What follows belongs to an exercise in optimizing a design on an open flow for small area; a production flow would make more cautious choices. In this exercise RTL edits were held to simulation tests only and were not proved equivalent to the original. Power is estimated from default activity; no workload was simulated.

==> flow/design.v, too long to show whole: its modules and the start of the top module <==
// module fmul: 2360 lines
// module fmul_fa: 4 lines
// module fmul_ha: 4 lines
module fmul (
    input  wire        clk,
    input  wire [31:0] a,
    input  wire [31:0] b,
    output reg  [31:0] s
);
  // ...
==> flow/flow/run.sh <==
#!/bin/bash
# Layout flow: the standard flow (standard.sh, unchanged synthesis) with
# two placement settings changed:
#  - every input and output port is buffered with buf_2 (buffer_ports -buffer_cell)
#  - the buffers Yosys/ABC inserted are removed at floorplan (REMOVE_ABC_BUFFERS),
#    so repair_design re-buffers only where the layout needs it
# All make output goes to standard.log in the work folder; ORFS's per-step logs
# stay under orfs/logs.
set -euo pipefail
cd "$(dirname "$0")/.."
bash standard.sh \
  BUFFER_PORTS_ARGS="-buffer_cell sky130_fd_sc_hd__buf_2" \
  REMOVE_ABC_BUFFERS=1 \
  finish > standard.log 2>&1
==> flow/standard.sh <==
#!/bin/bash
# synth_recipe.tcl (not shown) runs the flow's synth.tcl, then flattens the netlist and writes it again
# the make line also repeats each setting of config.mk as NAME=value (left out here)
make -C /OpenROAD-flow-scripts/flow DESIGN_CONFIG=/design/flow/config.mk WORK_HOME=/design/flow/orfs CLKGATE_MAP_FILE= SYNTH_SCRIPT=/design/flow/synth_recipe.tcl "${@:-finish}"
==> flow/config.mk <==
export PLATFORM = sky130hd
export DESIGN_NAME = fmul
export DESIGN_NICKNAME = fmul
export VERILOG_FILES = /design/flow/design.v
export SDC_FILE = /design/flow/constraint.sdc
export NUM_CORES = 4
export LEC_CHECK = 0
export CAP_MARGIN = 20
export CORE_MARGIN = 2
export CORE_UTILIZATION = 40
export GPL_TIMING_DRIVEN = 0
export SLEW_MARGIN = 20
export SYNTH_HIERARCHICAL = 1
==> flow/constraint.sdc <==
create_clock -name core_clock -period 18.0 [get_ports {clk}]
set_input_delay 3.6000 -clock core_clock [delete_from_list [all_inputs] [get_ports {clk}]]
set_output_delay 3.6000 -clock core_clock [all_outputs]
set_load 0.01 [all_outputs]
==> results by group, run 1 <==
Min path
  – Hold Path Origin: a[31]

Routing
  – Wire length per cell: 23.06 um
  – Post-route ant nets: 0

Finish
  – Fin cells: 1694
  – Commonest non-fill, non-tap cell in the layout: nand2_1
  – Top reg by flops: rpn
  – Fraction of layout cells with a size suffix above 1: 0.1086
  – Cell kind with the greatest summed area: multi-input gates
  – Nonclk inv count: 57

Synth
  – Unique masters post-synth: 39
  – Yosys top cell area share: 0.6532

Run status
  – Status: complete, no violations

Critical path
  – Crit path buf inv count: 3
  – Critical Path Fanout Max: 25
  – CP startpoint kind: input pin
  – Arrival @ worst endpoint: 17.75 ns

Pwr
  – Top power group: combinational logic
  – Logic pwr share: 0.877
  – Max IR drop VDD: 183.8 uV

STA
  – Min Hold Slack: 3.558 ns
  – PnR worst setup slack: 0.4175 ns
  – Final hold vios: 0

Run
  – Max cap viols: 0

Global routing
  – Grt total ovfl: 0
  – Vias in the first global route: 10780
  – Largest net degree at the start of global routing: 26

Placed design
  – Placed insts: 1686
  – DP Area: 0.01380 sq mm

Die
  – Initial Util: 0.4051
==> run 2, diff against run 1 <==
==> flow/flow/run.sh (replaced) <==
#!/bin/bash
# Layout flow: the standard flow (standard.sh, with its unchanged
# synthesis) with these placement and clock-tree settings changed:
#  - every input and output port is buffered with buf_1 (buffer_ports
#    -buffer_cell); repair_design upsizes the ones that need more drive
#  - the buffers Yosys/ABC inserted are removed at floorplan
#    (REMOVE_ABC_BUFFERS), so repair_design re-buffers only where the layout
#    needs it
#  - the clock tree is built from clkbuf_8 without dummy loads (CTS_ARGS);
#    it stays a balanced tree from the clock port
# All make output goes to standard.log in the work folder; ORFS's per-step
# logs stay under orfs/logs.
set -euo pipefail
cd "$(dirname "$0")/.."
bash standard.sh \
  BUFFER_PORTS_ARGS="-buffer_cell sky130_fd_sc_hd__buf_1" \
  REMOVE_ABC_BUFFERS=1 \
  CTS_ARGS="-sink_clustering_enable -repair_clock_nets -buf_list sky130_fd_sc_hd__clkbuf_8 -dont_use_dummy_load" \
  finish > standard.log 2>&1
==> run 2 against run 1 <==
  * Die area is the same
  * First-iteration DRC count grew 7.6%
  * Sequential cell count is the same
  * Cell area shrank 0.96%
  * Sequential power is essentially flat
  * Core utilization shrank 0.42 points
  * Still clean on timing, DRC and antenna
==> results by group, run 2 <==
Run status
  – Status: complete, no violations

Pwr
  – Pwr Total: 2.552 mW
  – Max IR drop VDD: 170.1 uV (-7.5%)
  – PwrDens: 181.9 mW/mm^2
  – P_leak: approximately 5.2 nW

Critical path
  – Crit path largest cell delay: 0.77 ns
  – Arrival @ worst endpoint: 17.78 ns (+0.03 ns)
  – CP Class: in2reg
  – CP startpoint kind: input pin
  – Endpoint type of the worst setup path: flip-flop
  – Required time of the worst setup path: 18.19 ns
  – Critical Path Fanout Max: 15 (-40%)
  – Most common cell on crit path: fa_1
  – Slowest cell on crit path: clkdlybuf4s15_1

Die
  – Core ar.: 0.03245 sq mm
  – Chip Height: 185.3 um
  – Site Rows: 66
  – Die Wd: between 150 and 200 um
  – Initial Util: 0.4051 (unchanged)
  – Total I/O pin count: 97
  – Die ar.: 0.03434 sq mm

Placed design
  – Final Wtd Congestion: 0.8427
  – Worst slack, placed: -1.061 ns
  – Port bufs: 96
  – HPWL after detailed placement: around 28000 um
  – Placed insts: 1686 (unchanged)

Finish
  – Commonest non-fill, non-tap cell in the layout: nand2_1
  – ANT cells: 0
  – Fraction of layout cells with a size suffix above 1: 0.06325 (-0.04538)
  – Fin cells: 1691 (-0.18%)
  – Top reg by flops: rpn
  – Top Registers: rpn x26, re x9
  – Area delta synth->final: 6.690%
  – Max FFs per register: 26
  – Fin nets: 1786
  – Most frequent cells in the layout: nand2_1, fa_1, inv_1

Routing
  – DR pass1 iterations: 5
  – Post-Route WL: 39230 um
  – Number of remaining DRC errors: 0
  – Post-route ant nets: 0 (unchanged)
  – Vias per cell: 5.685
  – Initial detailed-routing violation count: 753
  – Wire length per cell: 23.20 um (+0.60%)
  – Vias: 9613

Min path
  – Hold EP: rsg
  – Min-Delay Path Class: in2reg
  – Hold Path Depth: 3
  – Hold Path Origin: a[31]

Clock tree
  – Clk slew on worst S/H paths: about 0.08 ns
  – CTS tree: done
  – Setup bufs post-CTS: 0
  – Clk sinks: 38
  – CTS root buffer: clkbuf_8
  – H-Tree Depth: 2
  – Post-CTS Hold Fix Bufs: 0
  – CTS Buf Count: 5
  – Clock Path Buffers: 2

STA
  – Final hold vios: 0 (unchanged)
  – PnR worst setup slack: 0.4122 ns (-0.005331 ns)
  – Min Hold Slack: 3.577 ns (+0.01901 ns)
  – Highest Clock Rate: 56.86 MHz
  – Worst rel slew slack: 0.3661
  – Endpoints failing setup: 0
  – RSZ-0062 raised after global routing: no
  – Tmin final: 17.59 ns
  – Slew Limit Fails: 0
  – Fin crit share: 0.9771
  – Actual slew at the worst max-slew pin: 0.9495 ns

Synth
  – Most common cell in the netlist: nand2_1
  – Yosys warnings: 7
  – Cell Area, Synth: 0.01315 sq mm
  – Mean Syn Cell Area: 10.51 sq um
  – Syn Inst Count: 1251
  – Register area share after synthesis: 0.05786
  – Fraction of registers with async set or reset after synthesis: 0
  – Post-synth EDFFs: 0
  – Top cells by area, synth: fa_1, nand2_1, dfxtp_1, ha_1, clkbuf_1
  – Main flop type after synthesis: dfxtp_1
  – Unique masters post-synth: 39 (unchanged)
  – Top post-synthesis cells by count: nand2_1, fa_1, clkbuf_1, inv_1, ha_1
  – Flop and latch count out of synthesis: 38
  – Largest area contributor in the netlist: fa_1
  – Yosys top cell area share: 0.6532 (unchanged)

Run
  – Max cap viols: 0 (unchanged)

Global routing
  – Vias in the first global route: 10870 (+0.84%)
  – First-pass GRT wire length: around 62000 um
  – Largest net degree at the start of global routing: 26 (unchanged)
  – Initial antenna violation count: 0
  – Grt total ovfl: 0 (unchanged)
  – Tot GR Track Use: 0.2420
-- run 2: cell count changes in the layout (fill, tap and decap cells not counted), moves of 3 or more --
cell	change
clkbuf_16	-5
buf_2	-57
clkdlybuf4s15_2	+4
buf_1	+50
clkbuf_8	+5
buf_4	-3
-- run 2: through the flow --
stage,area (sq um),setup TNS (ns),util
after CTS,13960,0,0.4303
after global placement,13660,-5.881,0.4210
after detailed placement,13710,-3.356,0.4224
after global routing,14030,0,0.4322
final,14030,0,0.4322
after floorplan,12750,0,-
-- run 2: layer usage --
layer	wire, um	GRT usage	vias up
met5	0	0	-
met4	1254	0.07556	0
met3	3951	0.05151	103
met2	18860	0.3913	604
met1	15160	0.3275	5104
li1	-	-	3802
-- run 2: how the worst max path moves through the flow --
| stage | startpoint | to | slack, ns |
|---|---|---|---|
| 2_1_floorplan | b[3] | rpn[24] | 0.62 |
| 3_3_place_gp | a[11] | rpn[24] | -1.54 |
| 3_5_place_dp | b[3] | rpn[24] | -1.06 |
| 4_1_cts | b[3] | rpn[24] | 0.05 |
| 5_1_grt | b[9] | rpn[24] | 0.007 |
| 6_report | b[9] | rpn[24] | 0.41 |
-- run 2: cell families after synthesis --
kind of cell / share of synthesized area
adder cells (fa/ha/maj): 0.6922
buffers and inverters: 0.04663
AND/OR/NAND/NOR: 0.1556
multiplexers: 0.01837
XOR/XNOR: 0.0006663
AO/OA/AOI/OAI: 0.02864
flip-flops: 0.05786
-- run 2: per-module statistics from Yosys, one instance, submodules excluded --
module / cell area [sq um] / cells / flip-flops and latches / times used
fmul: 4179 / 791 / 38 / 1
fmul_fa: 20.02 / 1 / 0 / 428
fmul_ha: 12.51 / 1 / 0 / 32
-- run 2: repair_timing --
action	CTS	global route
resized for setup	84	26
endpoints found under the setup margin	4	3
pin swaps	0	1
-- run 2: final cells by class --
| cell class | instances | area (sq um) |
|---|---|---|
| repair buffers | 97 | 620.6 |
| multi-input cells | 1052 | 11810 |
| flip-flops and latches | 38 | 762.0 |
| clock buffers | 5 | 68.82 |
| well taps | 442 | 553.0 |
| inverters | 57 | 214.0 |
| fillers | 3107 | 18430 |
-- run 2: power by group --
part | leakage, nW | internal (mW) | switching, mW
clock | 0.0359 | 0.0250 | 0.0282
sequential | 0.320 | 0.189 | 0.0275
combinational | 4.84 | 1.07 | 1.22
-- run 2: worst max-delay path, delay by kind of cell --
| family | cells | cell delay, ns |
|---|---|---|
| fa+ha+maj | 33 | 13.06 |
| buf+inv | 3 | 0.88 |
| simple gates | 1 | 0.21 |

-- separate check: timing with driven ports --
No port has a modelled driver above. Below, the same layouts with a new extraction and two added sets of constraints.
Step 1 (the two cells are an assumption about what drives the block):
set clk [get_ports {clk}]
set_driving_cell -lib_cell sky130_fd_sc_hd__clkbuf_16 $clk
set_driving_cell -lib_cell sky130_fd_sc_hd__buf_2 [delete_from_list [all_inputs] $clk]
Step 2 times the ports against the registers' clock, not the clock port: input delays grow and output delays shrink by t, the midpoint of the rising clock arrivals with the driver on.
Slacks: ideal / step 1 / step 2; pairs: ideal / step 1.
| run | t (ns) | setup slack, ns | worst hold slack (ns) | worst setup path at the end | worst data-port slew with drivers (ns) |
|---|---|---|---|---|---|
| run 1 | 0.317 | 0.417 / 0.390 / 0.074 | 3.558 / 3.545 / 3.862 | input to register | 0.08 |
| run 2 | 0.322 | 0.412 / 0.388 / 0.067 | 3.577 / 3.568 / 3.890 | input to register | 0.07 |
After both steps setup and hold are still met in every run listed. The setup slack of run 2, which loses most, moves by -0.024 ns with the drivers and by -0.345 ns with both steps.
